From an optimization exercise on the open Yosys and OpenROAD flow, aimed at small area; shortcuts taken in it are not production practice.
Where RTL was checked, it was by simulation tests only, not by an equivalence proof against the original.
Power figures rest on the tool's default switching activity, not on a simulated workload.

==> inputs of job 1785 <==
// pwm_main
module pwm_main(
	input wire clk,
	input wire rst,
	input wire RxD,
	output wire motor_one_pwm,
	output wire motor_two_pwm
	);
==> module async_receiver, before the edit <==
module async_receiver (
	input  wire       clk,
	input  wire       rst,
	input  wire       RxD,
	output reg        RxD_data_ready,
	output reg  [7:0] RxD_data
);
	reg [13:0] acc;
	reg        tick;
	always @(posedge clk)
		if (rst) {tick, acc} <= 15'd0;
		else     {tick, acc} <= {1'b0, acc} + 15'd151;
	reg [1:0] sync_inv;
	reg [1:0] cnt_inv;
	reg       bit_inv;
	always @(posedge clk)
		if (rst) begin
			sync_inv <= 2'b00;
			cnt_inv  <= 2'b00;
			bit_inv  <= 1'b0;
		end else if (tick) begin
			sync_inv <= {sync_inv[0], ~RxD};
			if ( sync_inv[1] && cnt_inv != 2'b11) cnt_inv <= cnt_inv + 2'd1;
			else if (~sync_inv[1] && cnt_inv != 2'b00) cnt_inv <= cnt_inv - 2'd1;
			if (cnt_inv == 2'b00) bit_inv <= 1'b0;
			else if (cnt_inv == 2'b11) bit_inv <= 1'b1;
		end
	reg  [6:0] k;
	wire       idle     = (k == 7'd127);
	wire       at_stop  = k[6] & k[3] & k[1] & ~k[0];             
	wire       at_data  = ~k[2] & k[1] & ~k[0] & (k[6:3] != 4'd0) & ~(k[6] & k[3]);
	always @(posedge clk)
		if (rst) k <= 7'd127;
		else if (tick) begin
			if (at_stop) k <= 7'd127;
			else if (~idle | bit_inv) k <= k + 7'd1;
		end
	always @(posedge clk)
		if (tick & at_data) RxD_data <= {~bit_inv, RxD_data[7:1]};
	always @(posedge clk)
		if (rst) RxD_data_ready <= 1'b0;
		else     RxD_data_ready <= tick & at_stop & ~bit_inv;
endmodule
==> module pwm, before the edit <==
module pwm (
	input  wire       clk,
	input  wire       rst,
	input  wire [7:0] pwm_input_one,
	input  wire [7:0] pwm_input_two,
	output wire       pwm_output_one,
	output wire       pwm_output_two
);
	localparam [255:0] LEN = 256'b1011101101110110110111011011011101101101110110110111011011011101101101110110110111011011011101101101110110110111011011011101101101110110111011011011101101101110110110111011011011101101101110110110111011011011101101101110110110111011011011101101101110110110;
	reg [8:0] L;
	reg [7:0] Q;
	reg       H;       
	reg [3:0] S;       
	wire run_end = (&Q) & L[0];    
	wire l_zero  = (L == 9'd0);
	always @(posedge clk)
		if (rst) begin
			L <= 9'd391;
			Q <= 8'd1;
			H <= 1'b0;
			S <= 4'd0;
		end else if (run_end) begin
			Q <= 8'd1;
			H <= ~H;
			L <= H ? 9'd392 : 9'd390;
			if (H) S <= (S == 4'd9) ? 4'd0 : S + 4'd1;
		end else if (l_zero) begin
			Q <= Q + 8'd1;
			L <= {8'b11000100, LEN[Q]};
		end else begin
			L <= L - 9'd1;
		end
	wire slot0 = (S == 4'd0);
	assign pwm_output_one = ~rst & slot0 & (~H | (Q <= pwm_input_one));
	assign pwm_output_two = ~rst & slot0 & (~H | (Q <= pwm_input_two));
endmodule
==> module pwm_main, before the edit <==
module pwm_main(
	input wire clk,
	input wire rst,
	input wire RxD,
	output wire motor_one_pwm,
	output wire motor_two_pwm
	);
	wire       RxD_data_ready;
	wire [7:0] RxD_data;
	async_receiver asyncRX (
		.clk(clk),
		.rst(rst),
		.RxD(RxD),
		.RxD_data_ready(RxD_data_ready),
		.RxD_data(RxD_data)
	);
	reg [31:0] timeout;
	reg [7:0]  pwm_input_one;
	reg [7:0]  pwm_input_two;
	reg [1:0]  state;
	wire expired = (timeout > 32'd50000000);
	always @(posedge clk)
		if (rst) begin
			timeout       <= 32'd0;
			state         <= 2'd0;
			pwm_input_one <= 8'd127;
			pwm_input_two <= 8'd127;
		end else begin
			if (expired) begin
				pwm_input_one <= 8'd127;
				pwm_input_two <= 8'd127;
			end
			if (RxD_data_ready) begin
				case (state)
					2'd0: state <= (RxD_data == 8'hff) ? 2'd1 : 2'd0;
					2'd1: begin
						timeout       <= 32'd0;
						pwm_input_one <= RxD_data;
						state         <= 2'd2;
					end
					2'd2: begin
						pwm_input_two <= RxD_data;
						state         <= 2'd0;
					end
					default: ;
				endcase
			end else begin
				timeout <= timeout + 32'd1;
			end
		end
	pwm motors (
		.clk(clk),
		.rst(rst),
		.pwm_input_one(pwm_input_one),
		.pwm_input_two(pwm_input_two),
		.pwm_output_one(motor_one_pwm),
		.pwm_output_two(motor_two_pwm)
	);
endmodule
export LEC_CHECK = 0
export CAP_MARGIN = 20
export CORE_MARGIN = 2
export CORE_UTILIZATION = 40
export SLEW_MARGIN = 20
create_clock -name core_clock -period 40.0 [get_ports {clk}]
run.sh (not shown) runs the stock make flow with config.mk's settings and CLKGATE_MAP_FILE= SYNTH_SCRIPT=/design/flow/synth_recipe.tcl, a recipe that flattens the netlist after the stock synthesis.
==> job 6810 (differences from job 1785) <==
--- a/flow/design.v
+++ b/flow/design.v
@@ -7,9 +7,23 @@
 );
 	reg [13:0] acc;
 	reg        tick;
+	localparam [13:0] INC = 14'd151;
+	wire [14:0] ac;
+	wire [13:0] acc_sum;
+	assign ac[0] = 1'b0;
+	genvar i;
+	generate for (i = 0; i < 14; i = i + 1) begin : aadd
+		if (INC[i]) begin : one
+			assign acc_sum[i] = ~(acc[i] ^ ac[i]);
+			assign ac[i+1]    = acc[i] | ac[i];
+		end else begin : zero
+			assign acc_sum[i] = acc[i] ^ ac[i];
+			assign ac[i+1]    = acc[i] & ac[i];
+		end
+	end endgenerate
 	always @(posedge clk)
 		if (rst) {tick, acc} <= 15'd0;
-		else     {tick, acc} <= {1'b0, acc} + 15'd151;
+		else     {tick, acc} <= {ac[14], acc_sum};
 	reg [1:0] sync_inv;
 	reg [1:0] cnt_inv;
 	reg       bit_inv;
@@ -29,11 +43,17 @@
 	wire       idle     = (k == 7'd127);
 	wire       at_stop  = k[6] & k[3] & k[1] & ~k[0];             
 	wire       at_data  = ~k[2] & k[1] & ~k[0] & (k[6:3] != 4'd0) & ~(k[6] & k[3]);
+	wire [7:0] kc;
+	assign kc[0] = 1'b1;
+	generate for (i = 0; i < 7; i = i + 1) begin : kinc
+		assign kc[i+1] = kc[i] & k[i];
+	end endgenerate
+	wire [6:0] k_inc = k ^ kc[6:0];
 	always @(posedge clk)
 		if (rst) k <= 7'd127;
 		else if (tick) begin
 			if (at_stop) k <= 7'd127;
-			else if (~idle | bit_inv) k <= k + 7'd1;
+			else if (~idle | bit_inv) k <= k_inc;
 		end
 	always @(posedge clk)
 		if (tick & at_data) RxD_data <= {~bit_inv, RxD_data[7:1]};
@@ -49,29 +69,48 @@
 	output wire       pwm_output_one,
 	output wire       pwm_output_two
 );
-	localparam [255:0] LEN = 256'b1011101101110110110111011011011101101101110110110111011011011101101101110110110111011011011101101101110110110111011011011101101101110110111011011011101101101110110110111011011011101101101110110110111011011011101101101110110110111011011011101101101110110110;
 	reg [8:0] L;
 	reg [7:0] Q;
+	reg [6:0] E;
 	reg       H;       
 	reg [3:0] S;       
+	wire long_q  = E[6] | (E[5] & (E[4] | E[3] | (E[2] & E[1])));    
+	wire q_end   = L[8] & L[7] & L[3] & (L[0] | ~long_q);
 	wire run_end = (&Q) & L[0];    
-	wire l_zero  = (L == 9'd0);
+	wire [9:0] lc;
+	wire [8:0] qc;
+	assign lc[0] = 1'b1;
+	assign qc[0] = 1'b1;
+	genvar i;
+	generate for (i = 0; i < 9; i = i + 1) begin : linc
+		assign lc[i+1] = lc[i] & L[i];
+	end
+	for (i = 0; i < 8; i = i + 1) begin : qinc
+		assign qc[i+1] = qc[i] & Q[i];
+	end endgenerate
+	wire [8:0] L_inc = L ^ lc[8:0];
+	wire [7:0] Q_inc = Q ^ qc[7:0];
+	wire [6:0] E_nxt = E + 7'd89 + {6'd0, long_q};
+	wire [3:0] S_inc = {S[3] ^ (S[2] & S[1] & S[0]), S[2] ^ (S[1] & S[0]), S[1] ^ S[0], ~S[0]};
 	always @(posedge clk)
 		if (rst) begin
-			L <= 9'd391;
+			L <= 9'd1;
 			Q <= 8'd1;
+			E <= 7'd0;
 			H <= 1'b0;
 			S <= 4'd0;
 		end else if (run_end) begin
 			Q <= 8'd1;
+			E <= 7'd0;
 			H <= ~H;
-			L <= H ? 9'd392 : 9'd390;
-			if (H) S <= (S == 4'd9) ? 4'd0 : S + 4'd1;
-		end else if (l_zero) begin
-			Q <= Q + 8'd1;
-			L <= {8'b11000100, LEN[Q]};
+			L <= H ? 9'd0 : 9'd2;
+			if (H) S <= (S[3] & S[0]) ? 4'd0 : S_inc;
+		end else if (q_end) begin
+			Q <= Q_inc;
+			E <= E_nxt;
+			L <= 9'd0;
 		end else begin
-			L <= L - 9'd1;
+			L <= L_inc;
 		end
 	wire slot0 = (S == 4'd0);
 	assign pwm_output_one = ~rst & slot0 & (~H | (Q <= pwm_input_one));
@@ -98,9 +137,19 @@
 	reg [7:0]  pwm_input_two;
 	reg [1:0]  state;
 	wire expired = (timeout > 32'd50000000);
+	wire [32:0] tc;
+	assign tc[0] = ~RxD_data_ready;
+	genvar i;
+	generate for (i = 0; i < 32; i = i + 1) begin : tinc
+		assign tc[i+1] = tc[i] & timeout[i];
+	end endgenerate
+	wire [31:0] timeout_inc = timeout ^ tc[31:0];
+	wire take_one = RxD_data_ready & (state == 2'd1);
+	always @(posedge clk)
+		if (rst | take_one) timeout <= 32'd0;
+		else                timeout <= timeout_inc;
 	always @(posedge clk)
 		if (rst) begin
-			timeout       <= 32'd0;
 			state         <= 2'd0;
 			pwm_input_one <= 8'd127;
 			pwm_input_two <= 8'd127;
@@ -113,7 +162,6 @@
 				case (state)
 					2'd0: state <= (RxD_data == 8'hff) ? 2'd1 : 2'd0;
 					2'd1: begin
-						timeout       <= 32'd0;
 						pwm_input_one <= RxD_data;
 						state         <= 2'd2;
 					end
@@ -123,8 +171,6 @@
 					end
 					default: ;
 				endcase
-			end else begin
-				timeout <= timeout + 32'd1;
 			end
 		end
 	pwm motors (
CORE_UTILIZATION = 60   (was 40)
CTS_BUF_LIST = sky130_fd_sc_hd__clkbuf_4   (was default)
PLACE_DENSITY = 0.8   (was default)
==> job 5720 (differences from job 1785) <==
--- a/flow/design.v
+++ b/flow/design.v
@@ -7,9 +7,23 @@
 );
 	reg [13:0] acc;
 	reg        tick;
+	localparam [13:0] INC = 14'd151;
+	wire [14:0] ac;
+	wire [13:0] acc_sum;
+	assign ac[0] = 1'b0;
+	genvar i;
+	generate for (i = 0; i < 14; i = i + 1) begin : aadd
+		if (INC[i]) begin : one
+			assign acc_sum[i] = ~(acc[i] ^ ac[i]);
+			assign ac[i+1]    = acc[i] | ac[i];
+		end else begin : zero
+			assign acc_sum[i] = acc[i] ^ ac[i];
+			assign ac[i+1]    = acc[i] & ac[i];
+		end
+	end endgenerate
 	always @(posedge clk)
 		if (rst) {tick, acc} <= 15'd0;
-		else     {tick, acc} <= {1'b0, acc} + 15'd151;
+		else     {tick, acc} <= {ac[14], acc_sum};
 	reg [1:0] sync_inv;
 	reg [1:0] cnt_inv;
 	reg       bit_inv;
@@ -29,11 +43,17 @@
 	wire       idle     = (k == 7'd127);
 	wire       at_stop  = k[6] & k[3] & k[1] & ~k[0];             
 	wire       at_data  = ~k[2] & k[1] & ~k[0] & (k[6:3] != 4'd0) & ~(k[6] & k[3]);
+	wire [7:0] kc;
+	assign kc[0] = 1'b1;
+	generate for (i = 0; i < 7; i = i + 1) begin : kinc
+		assign kc[i+1] = kc[i] & k[i];
+	end endgenerate
+	wire [6:0] k_inc = k ^ kc[6:0];
 	always @(posedge clk)
 		if (rst) k <= 7'd127;
 		else if (tick) begin
 			if (at_stop) k <= 7'd127;
-			else if (~idle | bit_inv) k <= k + 7'd1;
+			else if (~idle | bit_inv) k <= k_inc;
 		end
 	always @(posedge clk)
 		if (tick & at_data) RxD_data <= {~bit_inv, RxD_data[7:1]};
@@ -49,29 +69,48 @@
 	output wire       pwm_output_one,
 	output wire       pwm_output_two
 );
-	localparam [255:0] LEN = 256'b1011101101110110110111011011011101101101110110110111011011011101101101110110110111011011011101101101110110110111011011011101101101110110111011011011101101101110110110111011011011101101101110110110111011011011101101101110110110111011011011101101101110110110;
 	reg [8:0] L;
 	reg [7:0] Q;
+	reg [6:0] E;
 	reg       H;       
 	reg [3:0] S;       
+	wire long_q  = E[6] | (E[5] & (E[4] | E[3] | (E[2] & E[1])));    
+	wire q_end   = L[8] & L[7] & L[3] & (L[0] | ~long_q);
 	wire run_end = (&Q) & L[0];    
-	wire l_zero  = (L == 9'd0);
+	wire [9:0] lc;
+	wire [8:0] qc;
+	assign lc[0] = 1'b1;
+	assign qc[0] = 1'b1;
+	genvar i;
+	generate for (i = 0; i < 9; i = i + 1) begin : linc
+		assign lc[i+1] = lc[i] & L[i];
+	end
+	for (i = 0; i < 8; i = i + 1) begin : qinc
+		assign qc[i+1] = qc[i] & Q[i];
+	end endgenerate
+	wire [8:0] L_inc = L ^ lc[8:0];
+	wire [7:0] Q_inc = Q ^ qc[7:0];
+	wire [6:0] E_nxt = E + 7'd89 + {6'd0, long_q};
+	wire [3:0] S_inc = {S[3] ^ (S[2] & S[1] & S[0]), S[2] ^ (S[1] & S[0]), S[1] ^ S[0], ~S[0]};
 	always @(posedge clk)
 		if (rst) begin
-			L <= 9'd391;
+			L <= 9'd1;
 			Q <= 8'd1;
+			E <= 7'd0;
 			H <= 1'b0;
 			S <= 4'd0;
 		end else if (run_end) begin
 			Q <= 8'd1;
+			E <= 7'd0;
 			H <= ~H;
-			L <= H ? 9'd392 : 9'd390;
-			if (H) S <= (S == 4'd9) ? 4'd0 : S + 4'd1;
-		end else if (l_zero) begin
-			Q <= Q + 8'd1;
-			L <= {8'b11000100, LEN[Q]};
+			L <= H ? 9'd0 : 9'd2;
+			if (H) S <= (S[3] & S[0]) ? 4'd0 : S_inc;
+		end else if (q_end) begin
+			Q <= Q_inc;
+			E <= E_nxt;
+			L <= 9'd0;
 		end else begin
-			L <= L - 9'd1;
+			L <= L_inc;
 		end
 	wire slot0 = (S == 4'd0);
 	assign pwm_output_one = ~rst & slot0 & (~H | (Q <= pwm_input_one));
@@ -98,9 +137,19 @@
 	reg [7:0]  pwm_input_two;
 	reg [1:0]  state;
 	wire expired = (timeout > 32'd50000000);
+	wire [32:0] tc;
+	assign tc[0] = ~RxD_data_ready;
+	genvar i;
+	generate for (i = 0; i < 32; i = i + 1) begin : tinc
+		assign tc[i+1] = tc[i] & timeout[i];
+	end endgenerate
+	wire [31:0] timeout_inc = timeout ^ tc[31:0];
+	wire take_one = RxD_data_ready & (state == 2'd1);
+	always @(posedge clk)
+		if (rst | take_one) timeout <= 32'd0;
+		else                timeout <= timeout_inc;
 	always @(posedge clk)
 		if (rst) begin
-			timeout       <= 32'd0;
 			state         <= 2'd0;
 			pwm_input_one <= 8'd127;
 			pwm_input_two <= 8'd127;
@@ -113,7 +162,6 @@
 				case (state)
 					2'd0: state <= (RxD_data == 8'hff) ? 2'd1 : 2'd0;
 					2'd1: begin
-						timeout       <= 32'd0;
 						pwm_input_one <= RxD_data;
 						state         <= 2'd2;
 					end
@@ -123,8 +171,6 @@
 					end
 					default: ;
 				endcase
-			end else begin
-				timeout <= timeout + 32'd1;
 			end
 		end
 	pwm motors (
==> notes <==
Combinational power, lowest first: job 1785, job 5720, job 6810.
Setup slack: job 1785 is better than job 6810 (530 ps).
Global-route usage: job 5720 is lower than job 6810 (6.5 points).
Synthesized area is the same in job 5720 and job 6810.
Total power, lowest first: job 1785, job 6810, job 5720.
In job 5720 the die area is lower than in job 1785, by about 4.7%.
In synthesized cell count, job 5720 and job 6810 do not differ.
No functional check of the RTL was part of job 1785.

port drivers added, routing unchanged:
In the flow no input, the clock included, has a driving cell. The finished layouts below were timed again as built, in two steps. Step 1, drivers: a clkbuf_16 drives clk and a buf_2 each remaining input, both assumed. Step 2 also shifts input and output timing later by t, the mid clock arrival at the registers, as if the neighbouring blocks saw the same clock. Three values: no drivers, after step 1, after step 2; two values: the first two.
| run | shift t [ns] | setup WS [ns] | clock arrival spread, ns | worst data-port slew with drivers (ns) |
|---|---|---|---|---|
| job 1785 | 0.384 | 22.556 / 22.538 / 22.538 | 0.004 / 0.005 | 0.03 |
| job 6810 | 0.550 | 22.026 / 22.006 / 22.006 | 0.022 / 0.021 | 0.03 |
| job 5720 | 0.441 | 21.880 / 21.857 / 21.857 | 0.006 / 0.007 | 0.03 |
After both steps setup and hold are still met in every run listed. For job 5720, which loses most, drivers alone change the setup slack by -0.023 ns; drivers and shift together by -0.023 ns.
